From an optimization exercise on the open Yosys and OpenROAD flow, aimed at small area, a short achievable clock period and few clock cycles; shortcuts taken in it are not production practice.
Only simulation tests tie the RTL to the original design; equivalence was not proved.
Power figures rest on the tool's default switching activity, not on a simulated workload.

Setup of run 1:
// top
module top(clk,rst,imem_addr,imem_data,led,halted);
        input clk;
        input rst;
        output [0:7] imem_addr;
        input [0:31] imem_data;
        output [0:7] led;
        output halted;
        wire [31:0] ins = imem_data;
        wire [5:0] op  = ins[31:26];
        wire [4:0] rs  = ins[25:21];
        wire [4:0] rt  = ins[20:16];
        wire [4:0] rd  = ins[15:11];
        wire [7:0] imm = ins[7:0];
        wire [5:0] fn  = ins[5:0];
        reg  [7:0] R [0:31];
        reg  [7:0] pc;
        reg  [7:0] x_a, x_b;           
        reg  [7:0] x_alt;              
        reg  [4:0] x_dst;
        reg        x_we, x_lw, x_slt, x_w2, x_br, x_bne, x_pt;
        wire [7:0] sum = x_a + x_b;
        reg [7:0] rom;
        always @(*) begin
                case (sum)
                8'd0: rom = 8'b10011100;
                8'd1: rom = 8'b10001111;
                8'd2: rom = 8'b01110000;
                8'd3: rom = 8'b00111011;
                8'd4: rom = 8'b00100000;
                8'd5: rom = 8'b01010000;
  ...
For scale: roughly 1300 cells after synthesis, about 51 I/O pins.
clock: 7.0 ns
lec_check: 0
cap_margin: 10
core_margin: 2
core_utilization: 40
cts_buf_list: sky130_fd_sc_hd__clkbuf_8 sky130_fd_sc_hd__clkbuf_16
cts_cluster_diameter: 80
cts_cluster_size: 20
setup_slack_margin: 4.0
slew_margin: 10
buffer_ports_args: -buffer_cell sky130_fd_sc_hd__buf_2
standard.sh (not shown) runs the stock make flow with config.mk's settings and CLKGATE_MAP_FILE= SYNTH_SCRIPT=/design/flow/synth_recipe.tcl, a recipe that flattens the netlist after the stock synthesis.
==> flow/flow/run.sh <==
#!/bin/bash
# Standard layout (the standard.sh, standard synthesis), with the port
# buffers made of buf_2 cells instead of buffer_ports' default choice.
set -euo pipefail
echo 'export BUFFER_PORTS_ARGS = -buffer_cell sky130_fd_sc_hd__buf_2' >> config.mk
bash standard.sh > standard.log 2>&1
Testbench counts of run 1, summed over its fixed seeds: cycles 53,224.
Input changes introduced in run 2 (baseline for comparison: run 1):
Settings: an added TNS_END_PERCENT of 20; a deleted CTS_BUF_LIST that had been sky130_fd_sc_hd__clkbuf_8 sky130_fd_sc_hd__clkbuf_16; a change of SETUP_SLACK_MARGIN from 4.0 to 4.3.
Notes after the runs:
Sort run 2 and run 1 by clock-buffer cell count asc -> top: run 1. The proportion of layout cells with a drive suffix above 1 reported for run 2 is greater than that of run 1 by 7.6 points. Final routed wire length divided by cell count: higher on run 2. Delta (run 2 minus run 1): mean number of vias per cell up about 1%, sum of buffers and inverters on the critical path up 1.

========
run A:
Starting RTL as in the previous note.
clock: 7.0 ns
lec_check: 0
cap_margin: 20
core_margin: 2
core_utilization: 40
place_density: 0.7
setup_slack_margin: 4.0
slew_margin: 20
run.sh (not shown) runs the stock make flow with config.mk's settings and CLKGATE_MAP_FILE= SYNTH_SCRIPT=/design/flow/synth_recipe.tcl, a recipe that flattens the netlist after the stock synthesis.
Stock flow here: none of the scripts above is used.
In summary, run A completed successfully, with a layout that passed the timing, design-rule and antenna checks.
Testbench counts of run A, summed over its fixed seeds: cycles 53,224.
For run B, these inputs were changed with respect to run A:
Settings: putting BUFFER_PORTS_ARGS at -buffer_cell sky130_fd_sc_hd__buf_2 where nothing was set; swapping 20 for 10 in SLEW_MARGIN; putting CTS_CLUSTER_DIAMETER at 80 where nothing was set; swapping 40 for 50 in CORE_UTILIZATION; swapping 20 for 10 in CAP_MARGIN; clearing PLACE_DENSITY, which used to be 0.7; putting CTS_CLUSTER_SIZE at 20 where nothing was set.
==> flow/flow/run.sh (new file) <==
#!/bin/bash
# Standard layout (the standard.sh, standard synthesis), with the port
# buffers made of buf_2 cells instead of buffer_ports' default choice.
set -euo pipefail
echo 'export BUFFER_PORTS_ARGS = -buffer_cell sky130_fd_sc_hd__buf_2' >> config.mk
bash standard.sh > standard.log 2>&1
==> flow/standard.sh (new file) <==
#!/bin/bash
# synth_recipe.tcl (not shown) runs the flow's synth.tcl, then flattens the netlist and writes it again
# the make line also repeats each setting of config.mk as NAME=value (left out here)
make -C /OpenROAD-flow-scripts/flow DESIGN_CONFIG=/design/flow/config.mk WORK_HOME=/design/flow/orfs CLKGATE_MAP_FILE= SYNTH_SCRIPT=/design/flow/synth_recipe.tcl "${@:-finish}"
removed: flow/run.sh
==> run summary <==
Comparing run A and run B, the higher post-route clock skew was measured on run A. [compare] base=run A new=run B: area growth from synthesis to final layout went down 9.8 points, post-route clock period utilization rose 0.75 points, switching share of power climbed 2.4 points, number of non-filler instances in the completed layout has decreased.
diff inputs: run B => run C
Settings: CORE_UTILIZATION now 40, was 50; PLACE_DENSITY now 0.5, previously not set.
--- outcome ---
[run C vs run B] number of buffers added for setup after CTS: higher in run C
Sort run C and run B by combinational share of power, descending, and run B comes first.
Run C drops fewer vias than run B.
Per the comparison of run C with run B, combinational power level, count of clock-buffer cells in the layout climbed 1, worst stage delay on the critical path +0.41 ns.
On total non-filler cell area in the finished layout, run C does worse than run B.
Non-clock buffer count (run C over run B): decrease, 0.68%
| worst hold slack | lower: run B |
In run C, the total stage count of the critical path came out 1 below the value in run B.
The following lists how run D was set up differently from run C:
Settings: SLEW_MARGIN: 10 -> 20; CTS_CLUSTER_DIAMETER: 80 -> unset; BUFFER_PORTS_ARGS: -buffer_cell sky130_fd_sc_hd__buf_2 -> unset; SETUP_SLACK_MARGIN: 4.0 -> 4.4; PLACE_DENSITY: 0.5 -> unset; CAP_MARGIN: 10 -> 20; CTS_CLUSTER_SIZE: 20 -> unset.
==> flow/run.sh (new file) <==
#!/bin/bash
# synth_recipe.tcl (not shown) runs the flow's synth.tcl, then flattens the netlist and writes it again
# the make line also repeats each setting of config.mk as NAME=value (left out here)
make -C /OpenROAD-flow-scripts/flow DESIGN_CONFIG=/design/flow/config.mk WORK_HOME=/design/flow/orfs CLKGATE_MAP_FILE= SYNTH_SCRIPT=/design/flow/synth_recipe.tcl finish
removed: flow/flow/run.sh
removed: flow/standard.sh
==> run summary <==
- Compared with run C, run D shows a lower initial antenna violation count.
- Part of the total power dissipated in combinational logic (higher): run D
- Number of H-tree levels for run D is higher than for run C.
- Run D vs run C, first-iteration DRC count went up by 688.
- Run C → run D: number of global-route vias before repair increased by 14% relative to the old numbers, clock buffer count from CTS picked up an extra 14, power per cell area shows a reduction of 5.5%, post-place setup slack shrank by 0.62 ns.
- The area taken by flip-flops and latches on run C is in line with that on run D.
- Multi-input combinational cell area (higher): run D
Here is what was changed in the inputs of run E compared with run D.
Settings: SETUP_SLACK_MARGIN changed from 4.4 to 4.0.
### Flow results
Summary of run E over run D: sequential fraction of total cell area saw an increase, number of optimization iterations in the first detailed-route pass shows an increase of 1, wire length reported by the detailed router now smaller, overall power shrank by 0.62 mW, setup fix buffers added after clock tree synthesis now smaller.
Of run E and run D, it is run E that has the lower global routing met1 resource utilization.
Cell leakage power on run E is ahead of run D.
Part of the power in the clock network delta for run E relative to run D: 3.2 points higher
Run E and run D ended up with nearly the same clock skew.

==> separate check: timing with driven ports <==
The flow's constraints put no driver on any port. The routed layouts listed below were extracted and timed again, unchanged, in two steps. Step 1 (the two cells are an assumption about what drives the block):
set clk [get_ports {clk}]
set_driving_cell -lib_cell sky130_fd_sc_hd__clkbuf_16 $clk
set_driving_cell -lib_cell sky130_fd_sc_hd__buf_2 [delete_from_list [all_inputs] $clk]
Step 2 adds t to the input delays and takes it off the output delays; t is the mean of the earliest and latest rising clock arrival at the registers after step 1. Input paths then give back, and output paths get back, about the clock's delay inside the block. Three values: ideal ports, drivers, drivers and shift; two values: the first two.
| run | t, ns | setup slack, ns | clock arrival spread, ns | worst slew at a driven data input, ns | pins driven straight from the clock port |
|---|---|---|---|---|---|
| run 1 | 0.591 | 3.932 / 3.872 / 3.383 | 0.021 / 0.021 | 0.05 | 1 |
| run 2 | 0.609 | 3.895 / 3.836 / 3.396 | 0.024 / 0.024 | 0.16 | 1 |
| run A | 0.587 | 3.890 / 3.845 / 3.318 | 0.035 / 0.035 | 0.06 | 1 |
| run B | 0.591 | 3.837 / 3.870 / 3.278 | 0.029 / 0.029 | 0.06 | 1 |
| run C | 0.619 | 3.746 / 3.774 / 3.154 | 0.023 / 0.023 | 0.08 | 1 |
| run D | 0.612 | 3.897 / 3.843 / 3.304 | 0.023 / 0.022 | 0.18 | 1 |
| run E | 0.589 | 3.936 / 3.890 / 3.361 | 0.021 / 0.021 | 0.06 | 1 |
After both steps setup and hold are still met in every run listed. The setup slack of run D, which loses most, moves by -0.054 ns with the drivers and by -0.593 ns with both steps.
